Source: an optimization exercise on an open RTL-to-GDS flow (aim: small area, a short achievable clock period and few clock cycles per item). Production flows keep margins and buffers that such runs may drop. RTL that was checked went through simulation tests only; none was proved equivalent to the original. No functional check of the RTL was part of run 2. Power figures rest on the tool's default switching activity, not on a simulated workload.

==> design.v <==
module mul(
	input clk,
	input rst_n,
	input [63:0] alu_src1,
	input [63:0] alu_src2,    
	input mul_valid,
	input [1:0] mul_signed,    
	input [3:0] mul_expand_signed,
	output [129:0] mul_res,
	output reg sh_fnsh_flag
    );
reg [129:0] alu_x;
reg [65:0] alu_y;
reg [129:0] no_latch_x;
reg [65:0] no_latch_y;
always@(posedge clk or negedge rst_n)begin
	if(!rst_n)begin
		no_latch_x <= 130'd0;
		no_latch_y <= 66'd0;
	end
	else begin
		no_latch_x <= alu_x;
		no_latch_y <= alu_y;
	end
end
always@(*)begin
	if(mul_valid & ((!delay_mul_valid) | (delay2_sh_fg)))begin
		if(mul_signed == 2'b00)begin
			alu_x = {{66{alu_src1[63]}},alu_src1[63:0]};
			alu_y = {{2{alu_src2[63]}},alu_src2[63:0]};
		end
		else if(mul_signed == 2'b01)begin
			alu_x = {{66{alu_src1[63]}},alu_src1[63:0]};
			alu_y = {{2{1'b0}},alu_src2[63:0]};
		end
		else if(mul_signed == 2'b10)begin
			alu_x = {{66{1'b0}},alu_src1[63:0]};
			alu_y = {{2{alu_src2[63]}},alu_src2[63:0]};
		end
		else begin
			alu_x = {{66{1'b0}},alu_src1[63:0]};
			alu_y = {{2{1'b0}},alu_src2[63:0]};
		end
		end
	else begin
		alu_x = no_latch_x;
		alu_y = no_latch_y;
	end
end
reg delay_mul_valid;
reg delay1_sh_fg;
reg delay2_sh_fg;
always@(posedge clk or negedge rst_n)begin
	if(!rst_n)begin
		delay_mul_valid <= 1'b0;
		delay1_sh_fg <= 1'b0;
		delay2_sh_fg <= 1'b0;
	end
	else begin
		delay_mul_valid <= mul_valid;
		delay1_sh_fg <= sh_fnsh_flag;
		delay2_sh_fg <= delay1_sh_fg;
	end
end		
parameter IDLE = 3'd0,NEXT=3'd1,SHIFT=3'd2,LAST=3'd3;
reg [2:0] present_state,next_state;
always@(posedge clk or negedge rst_n)begin
	if(!rst_n)begin
		present_state <= 3'd0;
	end
	else begin
		present_state <= next_state;
	end
end
always@(*)begin
	case(present_state)
	IDLE:begin
		if(mul_valid & ((!delay_mul_valid) | (delay2_sh_fg)))
			next_state = NEXT;
		else
			next_state = IDLE;
	end
	NEXT:begin
		if((delay_alu_y == 66'b111 && (mul_signed[0] == 1'b0)) || (delay_alu_y == 66'b0 && (mul_signed[0]==1'b1 )))
			next_state = LAST;
		else
			next_state = SHIFT;
	end
	SHIFT:begin
		if((delay_alu_y == 66'b111 && (mul_signed[0] == 1'b0)) || (delay_alu_y == 66'b0 && (mul_signed[0]==1'b1 )))
			next_state = LAST;
		else
			next_state = SHIFT;
	end
	LAST:begin
		next_state = IDLE;
	end
	default : next_state = IDLE;
	endcase
end
reg [129:0] x;
reg [2:0] y;
reg [129:0] add_p;
reg [129:0] reg_alu_y;
reg [129:0] delay_alu_y;
reg [129:0] p;
always@(posedge clk or negedge rst_n)begin
	if(!rst_n)begin
		x <= 130'd0;
		y <= 3'd0;
		sh_fnsh_flag <= 1'd0;
		add_p <= 130'd0;
		p <= 130'd0;
	end
	else begin
		case(present_state)
		IDLE:begin
			x <= 130'd0;
			y <= 3'd0;
			sh_fnsh_flag <= 1'd0;
			add_p <= 130'd0;
			p <= 130'd0;
			reg_alu_y <= alu_y;
			delay_alu_y <= alu_y;
		end
		NEXT:begin
			x <= alu_x;
			y <= {alu_y[1],alu_y[0],1'b0};
			reg_alu_y <= alu_y >>>3'd2;
			delay_alu_y <= reg_alu_y >>> 3'd1;
			sh_fnsh_flag <= 1'd0;
			case(y)
			3'b000,3'b111:begin p <= p + 130'd0;add_p <= 130'd0; end
			3'b001,3'b010:begin p <= p +x;add_p <= x; end
			3'b011: begin p <= p + (x << 1'b1); add_p <= x << 1'b1;end
			3'b100: begin  p <= p +( ~(x<<1'b1)) + 1'b1;add_p <= ( ~(x<<1'b1)) + 1'b1;end
			3'b101,3'b110: begin  p <=p + ~x + 1'b1;add_p <=~x + 1'b1; end
			default : begin p <= p + 130'd0;add_p <= 130'd0;end
			endcase
		end
		SHIFT:begin
			x <= x << 3'd2;
			reg_alu_y <= reg_alu_y >>> 3'd2;
			delay_alu_y <= reg_alu_y >>> 3'd1;
			y <= delay_alu_y[2:0];
			sh_fnsh_flag <= 1'd0;
			case(y)
			3'b000,3'b111:begin p <= p + 130'd0;add_p <= 130'd0; end
			3'b001,3'b010:begin p <= p +x; add_p <= x;end
			3'b011: begin p <=p + (x << 1'b1);add_p <= x << 1'b1;end
			3'b100: begin  p <= p +( ~(x<<1'b1)) + 1'b1;add_p <= ( ~(x<<1'b1)) + 1'b1;end
			3'b101,3'b110: begin  p <=p + ~x + 1'b1;add_p <=~x + 1'b1; end
			default : begin p <= p + 130'd0;add_p <= 130'd0;end
			endcase
		end
		LAST:begin
			x <= 130'd0;
			y <= 66'd0;
			case(y)
			3'b000,3'b111:begin p <= p + 130'd0;add_p <= 130'd0; end
			3'b001,3'b010:begin p <= p +x; add_p <= x;end
			3'b011: begin p <= p + (x << 1'b1); add_p <= x << 1'b1;end
			3'b100: begin  p <= p +( ~(x<<1'b1)) + 1'b1;add_p <= ( ~(x<<1'b1)) + 1'b1;end
			3'b101,3'b110: begin  p <= p + ~x + 1'b1;add_p <=~x + 1'b1; end
			default : begin p <= p + 130'd0; add_p <= 130'd0; end
			endcase
			sh_fnsh_flag <= 1'd1;
			reg_alu_y <= reg_alu_y;
		end
		default: begin
			x <= 130'd0;
			y <= 66'd0;
			p <= 130'd0;
			sh_fnsh_flag <= 1'd1;
			add_p <= 130'd0;
			reg_alu_y <= 130'd0;
		end
		endcase
	end
end
reg [129:0]ex_p;
always @(*) begin
	if(sh_fnsh_flag)begin
    case(mul_expand_signed)
        4'd0:begin
             ex_p =p;    
        end
        4'd1:begin
            ex_p = {{32{p[31]}},p[31:0]};    
        end
        4'd2:begin
            ex_p = p[31:0];             
        end
        4'd3:begin
            ex_p = {{48{ p[15]}},p[15:0]};  
        end
        default:begin
            ex_p = 130'd0;
        end
    endcase
	end
	else 
		ex_p = 130'd0;
end
assign mul_res = (sh_fnsh_flag == 1'd1)? ex_p :130'd0;
endmodule
module ysyx_mulunit (
    input          clk,
    input          rst_n,
    input          mul_valid,
    input  [63:0]  alu_src1,
    input  [63:0]  alu_src2,
    input  [3:0]   mul_expand_signed,
    output [129:0] mul_res,
    output         sh_fnsh_flag
);
mul u_mul (
    .clk(clk),
    .rst_n(rst_n),
    .alu_src1(alu_src1),
    .alu_src2(alu_src2),
    .mul_valid(mul_valid),
    .mul_signed(2'b11),
    .mul_expand_signed(mul_expand_signed),
    .mul_res(mul_res),
    .sh_fnsh_flag(sh_fnsh_flag)
);
endmodule
==> run.sh <==
#!/bin/bash
# synth_recipe.tcl (not shown) runs the flow's synth.tcl, then flattens the netlist and writes it again
# the make line also repeats each setting of config.mk as NAME=value (left out here)
make -C /OpenROAD-flow-scripts/flow DESIGN_CONFIG=/design/flow/config.mk WORK_HOME=/design/flow/orfs CLKGATE_MAP_FILE= SYNTH_SCRIPT=/design/flow/synth_recipe.tcl finish
==> config.mk <==
export PLATFORM = sky130hd
export DESIGN_NAME = ysyx_mulunit
export DESIGN_NICKNAME = ysyx_mulunit
export VERILOG_FILES = /design/flow/design.v
export SDC_FILE = /design/flow/constraint.sdc
export NUM_CORES = 8
export LEC_CHECK = 0
export CAP_MARGIN = 20
export CORE_MARGIN = 2
export CORE_UTILIZATION = 40
export SLEW_MARGIN = 20
==> constraint.sdc <==
create_clock -name core_clock -period 8.0 [get_ports {clk}]
set_input_delay 1.6000 -clock core_clock [delete_from_list [all_inputs] [get_ports {clk}]]
set_output_delay 1.6000 -clock core_clock [all_outputs]
set_load 0.01 [all_outputs]
==> summary.txt, run 1 <==
Clk Latency, worst-skew pair = 0.77 ns
yosys warns = 1
Setup Buffers After CTS = 0
Most used DFF post-synth = dfrtp_1
Die H = 394 um
# IOs = 266
Hold Path Stages = 0
Hold Path Sink = u_mul.delay2_sh_fg
Hold-fix buffers, CTS = 0
pwr/cell area = 320 nW/um^2
Crit Path Class = primary input to output pin
Worst Path Buf+Inv = 4
maxcap violations = 0
worst-margin pin slew = 1.28 ns
Total GRT Usage = 0.377
DRC = 0
initial antenna violation count = 19
Routability Congestion = 1.06
Final Hold Viols = 0
Slowest-stage cell, CP = buf_4
vias = 66700
most common cell after layout, fill and taps aside = a21oi_1
final WL = 306000 um
largest family of logic cells by synthesized area = compound AO/OA/AOI/OAI gates
Routed Antenna Nets = 0
Post-Syn Area = 60800 sq um
PostCTS Resize Cnt = 0
Avg Cell Area, Syn = 7.84 sq um
adder-cell share of the synthesized area = 0.108
register clock-pin slew on the reported worst setup and hold paths = 0.06 ns
sequential area share after synthesis = 0.256
Worst Hold Launch = u_mul.delay1_sh_fg
Reg2Reg Setup Slack = 1.69 ns
Critical Path, Cell by Cell = clkdlybuf4s50_1, nor4_2, buf_4, buf_4, and3_1, clkdlybuf4s50_1
CP Launch Type = primary input
row count = 143
clk buf depth = 3
drt initial violations = 9224
Fillers = 15400
fin. max-slew vios = 0
CTS tree = done
Reg2Reg Depth = 15
worst flop-to-flop path startpoint = u_mul.p[15]
setup ws final = 1.67 ns
Post-synth ARST share = 0.780
vias in the first global route = 62600
most frequent cells in the layout = 912 x a21oi_1, 706 x nor2_1, 551 x nand2_1
Root Buffer = clkbuf_16
Post-Synth Simple-Gate Area = 0.189
Std-Cell Core Area = 152000 sq um
layout cells sized above 1 = 0.0687
Die Area = 155000 sq um
Synth-to-Final Area Change = 11.0%
Fin Setup TNS = 0 ns
crit-path max cell delay = 0.64 ns
Yosys cell types = 112
Synth Area in Compound Gates = 0.321
HP Class = flip-flop to flip-flop
number of synthesized flops with an enable pin = 131
Critical Path Fanout Max = 59
pre-CTS WS = 1.71 ns
Final Cycle Share = 0.791
Starting Density = 0.401
total power = 0.0216 W
Leak Pwr = 26.4 nW
DR pass1 iterations = 9
Synth Area in XOR/XNOR = 0.0279
CTS sink cnt = 596
Final setup viols = 0
Avg WL per Cell = 31.2 um
grt ovf = 0
FMAX = 158 MHz
RSZ-0062 raised after global routing = false
largest net degree at the start of global routing = 122
CTS buffer count = 74
CP top delay family = buffers and inverters
WP data required = 6.40 ns
CTS H-Tree Depth = 3
flops & latches, synth = 596
CP Data Arrival Time = 4.73 ns
cells after synthesis = 7759
vias per std cell = 6.81
global-route wire length before repair = 440000 um
Die W = 394 um
Worst slew margin = 0.139
Worst VDD drop = 0.182 mV
DP HPWL = 237000 um
Worst Setup End Kind = output pin
clk_skew = 0.0609 ns
port buffer count = 265
post-synthesis mux area share = 0.0380
Min Clock Period, post-route = 6.33 ns
result of the run = no timing/DRC/antenna violations
final net count = 8346
worst reg2reg endpoint = u_mul.p[112]
[worst max path at each step]
stage                           endpoint  cells after the start  slack (ns)            startpoint
finish                       mul_res[81]                      6        1.67  mul_expand_signed[0]
detailed placement           mul_res[81]                      6        1.71  mul_expand_signed[0]
floorplan           u_mul.delay_alu_y[0]                      1        0.09                 rst_n
global route                u_mul.p[112]                     15        1.50           u_mul.p[31]
CTS                          mul_res[81]                      6        1.71  mul_expand_signed[0]
global placement             mul_res[81]                      6        1.71  mul_expand_signed[0]
[report_power, final]
group	internal [W]	total, W	switching [W]
Sequential	0.00355	0.00446	0.000919
Combinational	0.00414	0.0135	0.00932
Clock	0.00208	0.00367	0.00159
[registers in the layout, summed over array words and instances (netlist names)]
register               count
u_mul.delay2_sh_fg         1
u_mul.delay1_sh_fg         1
u_mul.sh_fnsh_flag         1
u_mul.delay_alu_y         66
u_mul.reg_alu_y           65
u_mul.no_latch_y          66
u_mul.y                    3
u_mul.x                  130
u_mul.present_state        2
u_mul.delay_mul_valid      1
u_mul.p                  130
u_mul.no_latch_x         130
[through the flow]
stage	util	cells	instance area, sq um	hold slack (ns)
floorplan	-	7759	60800	0.331
finish	0.446	9786	67600	0.361
CTS	0.446	9778	67500	0.357
global placement	0.429	9642	64900	0.332
global route	0.446	9780	67500	0.361
detailed placement	0.429	9643	65000	0.344
[synth_stat cells (all sizes together), types with 57 or more instances]
master,instances,area [sq um]
nor3,181,906
o31ai,154,1180
a21oi,913,4570
nand2,556,2090
and2,101,632
a31oi,57,369
a211oi,84,631
o22ai,62,394
buf,88,410
nor4,210,1320
a222oi,65,651
o21ai,476,2390
xnor2,187,1640
clkbuf,418,1570
a221o,99,991
ha,518,6480
edfxtp,131,3930
nand3,97,485
o21a,62,465
o221ai,77,674
inv,448,1680
nand4,170,1060
nor2b,66,413
nor2,717,2690
mux2,193,2170
a221oi,70,637
and3,108,676
a22o,143,1250
dfrtp,465,11600
o21bai,162,1220
a21o,112,841
o211ai,62,475
[final cells by class]
type | count | area, sq um | share of cell area
diodes | 8 | 20.0 | 0.000296
clock buffers | 98 | 2060 | 0.0305
clock inverters | 37 | 524 | 0.00776
inverters | 452 | 1700 | 0.0251
multi-input cells | 6205 | 41800 | 0.618
flip-flops and latches | 596 | 15600 | 0.231
well taps | 2030 | 2540 | 0.0376
repair buffers | 360 | 3380 | 0.0500
[routing by layer]
layer	track usage	share of wire	vias up
li1	-	-	29000
met1	0.516	0.41	32700
met2	0.563	0.42	4150
met3	0.0856	0.11	796
met4	0.169	0.054	20
met5	0	0.00045	-
[kinds of logic (layout without fill, tap and decap cells)]
group                    Yosys count  after routing
other                              0              8
flip-flops                       596            596
XOR/XNOR                         194            194
buffers and inverters            958            947
AND/OR/NAND/NOR                 2379           2379
multiplexers                     207            207
adder cells (fa/ha/maj)          524            524
AO/OA/AOI/OAI                   2901           2901
Testbench counts, summed over its fixed seeds: cycles 103,611, muls 4,800.
==> run 2: changes to the inputs <==
==> design.v (replaced) <==
module mul #(parameter K = 2) (
    input              clk,
    input              rst_n,
    input              mul_valid,
    input      [63:0]  alu_src1,
    input      [63:0]  alu_src2,
    input      [3:0]   mul_expand_signed,
    output     [129:0] mul_res,
    output reg         sh_fnsh_flag
);
localparam NC = 64 / K;
localparam W  = 64 + K;
wire [3:0] md = mul_expand_signed;
wire e0 = (md == 4'd0);
wire e1 = (md == 4'd1);
wire e2 = (md == 4'd2);
wire e3 = (md == 4'd3);
wire [63:0] mask = {{32{e0}}, {16{e0 | e1 | e2}}, {16{e0 | e1 | e2 | e3}}};
wire [63:0] am = alu_src1 & mask;
wire [63:0] bm = alu_src2 & mask;
wire [NC-1:0] oa, ob, ta, tb;
genvar g;
generate for (g = 0; g < NC; g = g + 1) begin : occ
    assign oa[g] = |am[g*K +: K];
    assign ob[g] = |bm[g*K +: K];
    assign ta[g] = |oa[NC-1:g];
    assign tb[g] = |ob[NC-1:g];
end endgenerate
wire swap = |(tb & ~ta);                
wire [NC-1:0] tn = ta & tb;
wire [NC-1:0] sel_n = tn & ~(tn >> 1);
reg              busy;
reg  [NC-1:0]    cnt;
reg  [NC-1:0]    sel;
reg  [127:0]     P;
reg  [63:0]      M;
reg              f0, f1, f3;
wire start = mul_valid & ~busy & ~sh_fnsh_flag;
reg [K-1:0] c;
reg [63:0]  hi_src;
integer i;
always @(*) begin
    c = {K{1'b0}};
    for (i = 0; i < NC; i = i + 1)
        c = c | (P[64 + i*K +: K] & {K{sel[i]}});
    hi_src = P[127:64];
    for (i = 0; i < NC; i = i + 1)
        if (sel[i]) hi_src[i*K +: K] = {K{1'b0}};
end
wire [W-1:0] rs [0:K-1];
wire [W-1:0] rc [0:K-1];
assign rs[0] = {P[63:0], {K{1'b0}}};
assign rc[0] = {{(W-64){1'b0}}, M & {64{c[0]}}};
generate for (g = 1; g < K; g = g + 1) begin : csa
    wire [W-1:0] pp = {{(W-64-g){1'b0}}, M & {64{c[g]}}, {g{1'b0}}};
    assign rs[g] = rs[g-1] ^ rc[g-1] ^ pp;
    assign rc[g] = {(rs[g-1] & rc[g-1] | rs[g-1] & pp | rc[g-1] & pp), 1'b0};
end endgenerate
wire [W:0]      lo = rs[K-1] + rc[K-1];
wire [63-K:0]   hi = hi_src[63-K:0] + lo[W];
always @(posedge clk or negedge rst_n) begin
    if (!rst_n) begin
        busy         <= 1'b0;
        sh_fnsh_flag <= 1'b0;
        cnt          <= {NC{1'b0}};
    end else begin
        if (start) begin
            busy         <= |tn;
            sh_fnsh_flag <= ~|tn;
            cnt          <= sel_n;
        end else if (busy) begin
            busy         <= ~cnt[0];
            sh_fnsh_flag <= cnt[0];
            cnt          <= cnt >> 1;
        end else begin
            sh_fnsh_flag <= 1'b0;
        end
    end
end
always @(posedge clk) begin
    M   <= swap ? bm : am;
    sel <= sel_n;
    f0  <= e0;
    f1  <= e1;
    f3  <= e3;
    if (start)
        P <= {swap ? am : bm, 64'd0};
    else
        P <= {hi, lo[W-1:0]};
end
assign mul_res[15:0]    = P[15:0];
assign mul_res[31:16]   = f3 ? {16{P[15]}} : P[31:16];
assign mul_res[63:32]   = f0 ? P[63:32] : {32{(P[31] & f1) | (P[15] & f3)}};
assign mul_res[127:64]  = P[127:64];
assign mul_res[129:128] = 2'b00;
endmodule
module ysyx_mulunit (
    input          clk,
    input          rst_n,
    input          mul_valid,
    input  [63:0]  alu_src1,
    input  [63:0]  alu_src2,
    input  [3:0]   mul_expand_signed,
    output [129:0] mul_res,
    output         sh_fnsh_flag
);
mul u_mul (
    .clk(clk),
    .rst_n(rst_n),
    .mul_valid(mul_valid),
    .alu_src1(alu_src1),
    .alu_src2(alu_src2),
    .mul_expand_signed(mul_expand_signed),
    .mul_res(mul_res),
    .sh_fnsh_flag(sh_fnsh_flag)
);
endmodule
--- a/config.mk
+++ b/config.mk
@@ -7,5 +7,6 @@
 export LEC_CHECK = 0
 export CAP_MARGIN = 20
 export CORE_MARGIN = 2
-export CORE_UTILIZATION = 40
+export CORE_UTILIZATION = 50
+export SETUP_SLACK_MARGIN = 5
 export SLEW_MARGIN = 20
==> run 2 against run 1 <==
  * First-iteration DRC count decreased by 77%
  * Count of clock-buffer cells in the layout decreased by 56
  * Sequential cell count decreased by 335
  * Setup slack got worse by 0.36 ns
  * Critical path type is now flip-flop to flip-flop
  * Highest routed layer is now met4
==> summary.txt, run 2 <==
Leak Pwr = 12.7 nW (-52%)
CTS H-Tree Depth = 1 (-2)
grt ovf = 0 (unchanged)
register clock-pin slew on the reported worst setup and hold paths = 0.07 ns (about the same)
most frequent cell after synthesis = nand2_1
post-synthesis mux area share = 0.0837 (+0.0457)
Worst slew margin = 0.396 (+0.257)
synth cell count leaders = 242 x nand2_1, 227 x dfxtp_1, 216 x nor2_1, 181 x inv_1, 157 x mux2i_1
global-route wire length before repair = 120000 um (-73%)
maxcap violations = 0 (unchanged)
Routed Antenna Nets = 0 (unchanged)
largest family of logic cells by synthesized area = simple AND/OR/NAND/NOR gates
Routability Congestion = 1.03 (-3.4%)
DP HPWL = 53700 um (-77%)
Synth area leader = dfxtp_1
Die H = 198 um (-50%)
Fin Setup TNS = 0 ns (unchanged)
clk buf depth = 3 (unchanged)
DRC = 0 (unchanged)
Worst Setup End Kind = flip-flop
WP data required = 8.46 ns (+2.06 ns)
Reg2Reg Depth = 33 (+18)
Post-Syn Area = 18900 sq um (-69%)
Synth-to-Final Area Change = 49.7%
Post-Synth Simple-Gate Area = 0.202 (+0.0131)
flops & latches, synth = 261 (-56%)
layout cells sized above 1 = 0.342 (+0.273)
CP Data Arrival Time = 7.15 ns (+2.42 ns)
CTS sink cnt = 261 (-56%)
Root Buffer = clkbuf_16
Min Clock Period, post-route = 6.69 ns (+0.363 ns)
vias per std cell = 6.27 (-8.0%)
Final setup viols = 0 (unchanged)
CTS buffer count = 31 (-58%)
number of synthesized flops with an enable pin = 0 (-100%)
result of the run = no timing/DRC/antenna violations
largest net degree at the start of global routing = 95 (-22%)
adder-cell share of the synthesized area = 0.112 (+0.00357)
synth top area cells = dfxtp_1 24%, mux2i_1 8.3%, fa_1 6.7%, nand2_1 4.8%, dfrtp_1 4.5%
drt initial violations = 2145 (-77%)
cells after synthesis = 2315 (-70%)
Avg WL per Cell = 25.9 um (-17%)
Hold Path Stages = 1 (+1)
biggest regs = u_mul.P (128), u_mul.M (64)
Largest register FFs = 128
Top reg by flops = u_mul.P
CP Launch Type = flip-flop
initial antenna violation count = 5 (-14)
CTS tree = done
Hold-fix buffers, CTS = 0 (unchanged)
Total GRT Usage = 0.405 (+0.0288)
HP Class = flip-flop to flip-flop
Crit Path Class = flip-flop to flip-flop
final net count = 3053 (-63%)
crit-path max cell delay = 0.65 ns (about the same)
worst-margin pin slew = 0.905 ns (-0.375 ns)
Starting Density = 0.504 (+0.103)
RSZ-0062 raised after global routing = true
port buffer count = 263 (-0.75%)
yosys warns = 1 (unchanged)
Avg Cell Area, Syn = 8.17 sq um (+4.1%)
Final Cycle Share = 0.836 (+0.0454)
clk_skew = 0.0165 ns (-0.0444 ns)
total power = 0.00552 W (-74%)
Clk Latency, worst-skew pair = 0.61 ns (-0.16 ns)
Post-synth ARST share = 0.130 (-0.650)
DP Area = 21900 sq um (-66%)
Final Hold Viols = 0 (unchanged)
Die Area = 39400 sq um (-75%)
setup ws final = 1.31 ns (-0.363 ns)
Most used DFF post-synth = dfxtp_1
Synth Area in Compound Gates = 0.177 (-0.144)
final instance area = 28300 sq um (-58%)
Yosys cell types = 80 (-29%)
fin. max-slew vios = 0 (unchanged)
Slowest-stage cell, CP = or4_4
row count = 71 (-50%)
sequential area share after synthesis = 0.285 (+0.0295)
vias = 20900 (-69%)
pre-CTS WS = 0.536 ns (-1.17 ns)
Synth Area in XOR/XNOR = 0.0491 (+0.0212)
DR pass1 iterations = 7 (-2)
FMAX = 150 MHz (-5.4%)
Critical Path Fanout Max = 6 (-90%)
most frequent cells in the layout = 219 x nand2_1, 194 x buf_4, 178 x inv_1
# IOs = 266 (unchanged)
Most Frequent Cell on Critical Path = buf_4
Synth top area share = 0.240 (+0.0492)
final WL = 86300 um (-72%)
Std-Cell Core Area = 37500 sq um (-75%)
most common cell after layout, fill and taps aside = nand2_1
vias in the first global route = 19800 (-68%)
Worst VDD drop = 0.208 mV (+14%)
pwr/cell area = 195 nW/um^2 (-39%)
Die W = 198 um (-50%)
[run 2: changes by cell type in the layout (fill, tap and decap cells not counted), sizes merged, moves of 224 or more]
cell	before	now
a21oi	913	122
buf	96	418
clkdlybuf4s50	264	40
dfrtp	465	34
dfxtp	0	227
ha	518	68
inv	454	183
nand2	556	244
nor2	717	218
o21ai	476	99
[run 2: what timing repair did]
item,4_1_cts,5_1_grt
pin swaps,192,113
endpoints found under the setup margin,388,322
cloned,26,2
gates resized for setup,924,278
setup buffers,217,87
[run 2: cells by family after synthesis]
logic type | Yosys count
AOI/OAI and AO/OA | 508
xor gates and xnor gates | 106
adders and majority gates | 131
buffers and inverters | 357
DFF | 261
muxes | 158
other | 1
and+or+nand+nor | 793
[run 2: worst paths after layout]
path / slack, ns / from / end
max: 1.31 / u_mul.sel[18] / u_mul.P[120]
min: 0.47 / u_mul.M[0] / u_mul.P[0]
max reg2reg: 1.31 / u_mul.sel[18] / u_mul.P[120]
min reg2reg: 0.47 / u_mul.M[0] / u_mul.P[0]
max in group asynchronous: 6.13 / rst_n / u_mul.sh_fnsh_flag
min in group asynchronous: 1.45 / rst_n / u_mul.cnt[30]
[run 2: where the power goes]
group | internal, W | leakage (nW) | switching, W
Combinational | 0.000946 | 9.80 | 0.00136
Sequential | 0.00152 | 2.33 | 0.000208
Clock | 0.000871 | 0.513 | 0.000619
Total | 0.00333 | 12.7 | 0.00219
[run 2: layout make-up]
cell class | count | area, sq um
well taps | 511 | 639
fillers | 2515 | 9190
diodes | 6 | 15.0
multi-input cells | 1705 | 14500
clock buffers | 42 | 887
clock inverters | 15 | 171
repair buffers | 607 | 5870
inverters | 181 | 692
flip-flops and latches | 261 | 5480
[run 2: per-stage QoR]
stage,utilization,instances,hold WS (ns)
2_1_floorplan,-,2316,0.444
3_3_place_gp,0.584,2932,0.453
3_5_place_dp,0.584,2932,0.459
4_1_cts,0.708,3232,0.467
5_1_grt,0.755,3327,0.494
6_report,0.755,3328,0.472
[run 2: metal layers]
metal	part of all wire	global-route usage
met5	0	0
met1	0.38	0.513
met3	0.10	0.0931
met4	0.074	0.219
met2	0.44	0.644
[run 2: critical path, delay by kind of cell (launching register included)]
| kind | cells | cell delay, ns |
|---|---|---|
| simple gates | 13 | 2.55 |
| compound gates | 8 | 1.43 |
| buf+inv | 7 | 1.00 |
| fa+ha+maj | 4 | 0.96 |
| flops | 1 | 0.33 |
| xor+xnor | 1 | 0.23 |

afterwards: timing with drivers on the ports:
The flow's constraints put no driver on any port. The routed layouts listed below were extracted and timed again, unchanged, in two steps. Step 1 (the two cells are an assumption about what drives the block):
set clk [get_ports {clk}]
set_driving_cell -lib_cell sky130_fd_sc_hd__clkbuf_16 $clk
set_driving_cell -lib_cell sky130_fd_sc_hd__buf_2 [delete_from_list [all_inputs] $clk]
Step 2, shift: input delay + t, output delay - t, t = (earliest + latest rising clock arrival at the registers) / 2. This alone moves slack from input paths to output paths. a / b / c = ideal / step 1 / step 2; a / b = the first two.
| run | t (ns) | slack for setup (ns) | worst setup path at the end |
|---|---|---|---|
| run 1 | 0.822 | 1.674 / 1.652 / 1.652 | input to output |
| run 2 | 0.661 | 1.311 / 1.311 / 1.311 | register to register |
After both steps setup and hold are still met in every run listed. The setup slack of run 1, which loses most, moves by -0.022 ns with the drivers and by -0.022 ns with both steps.
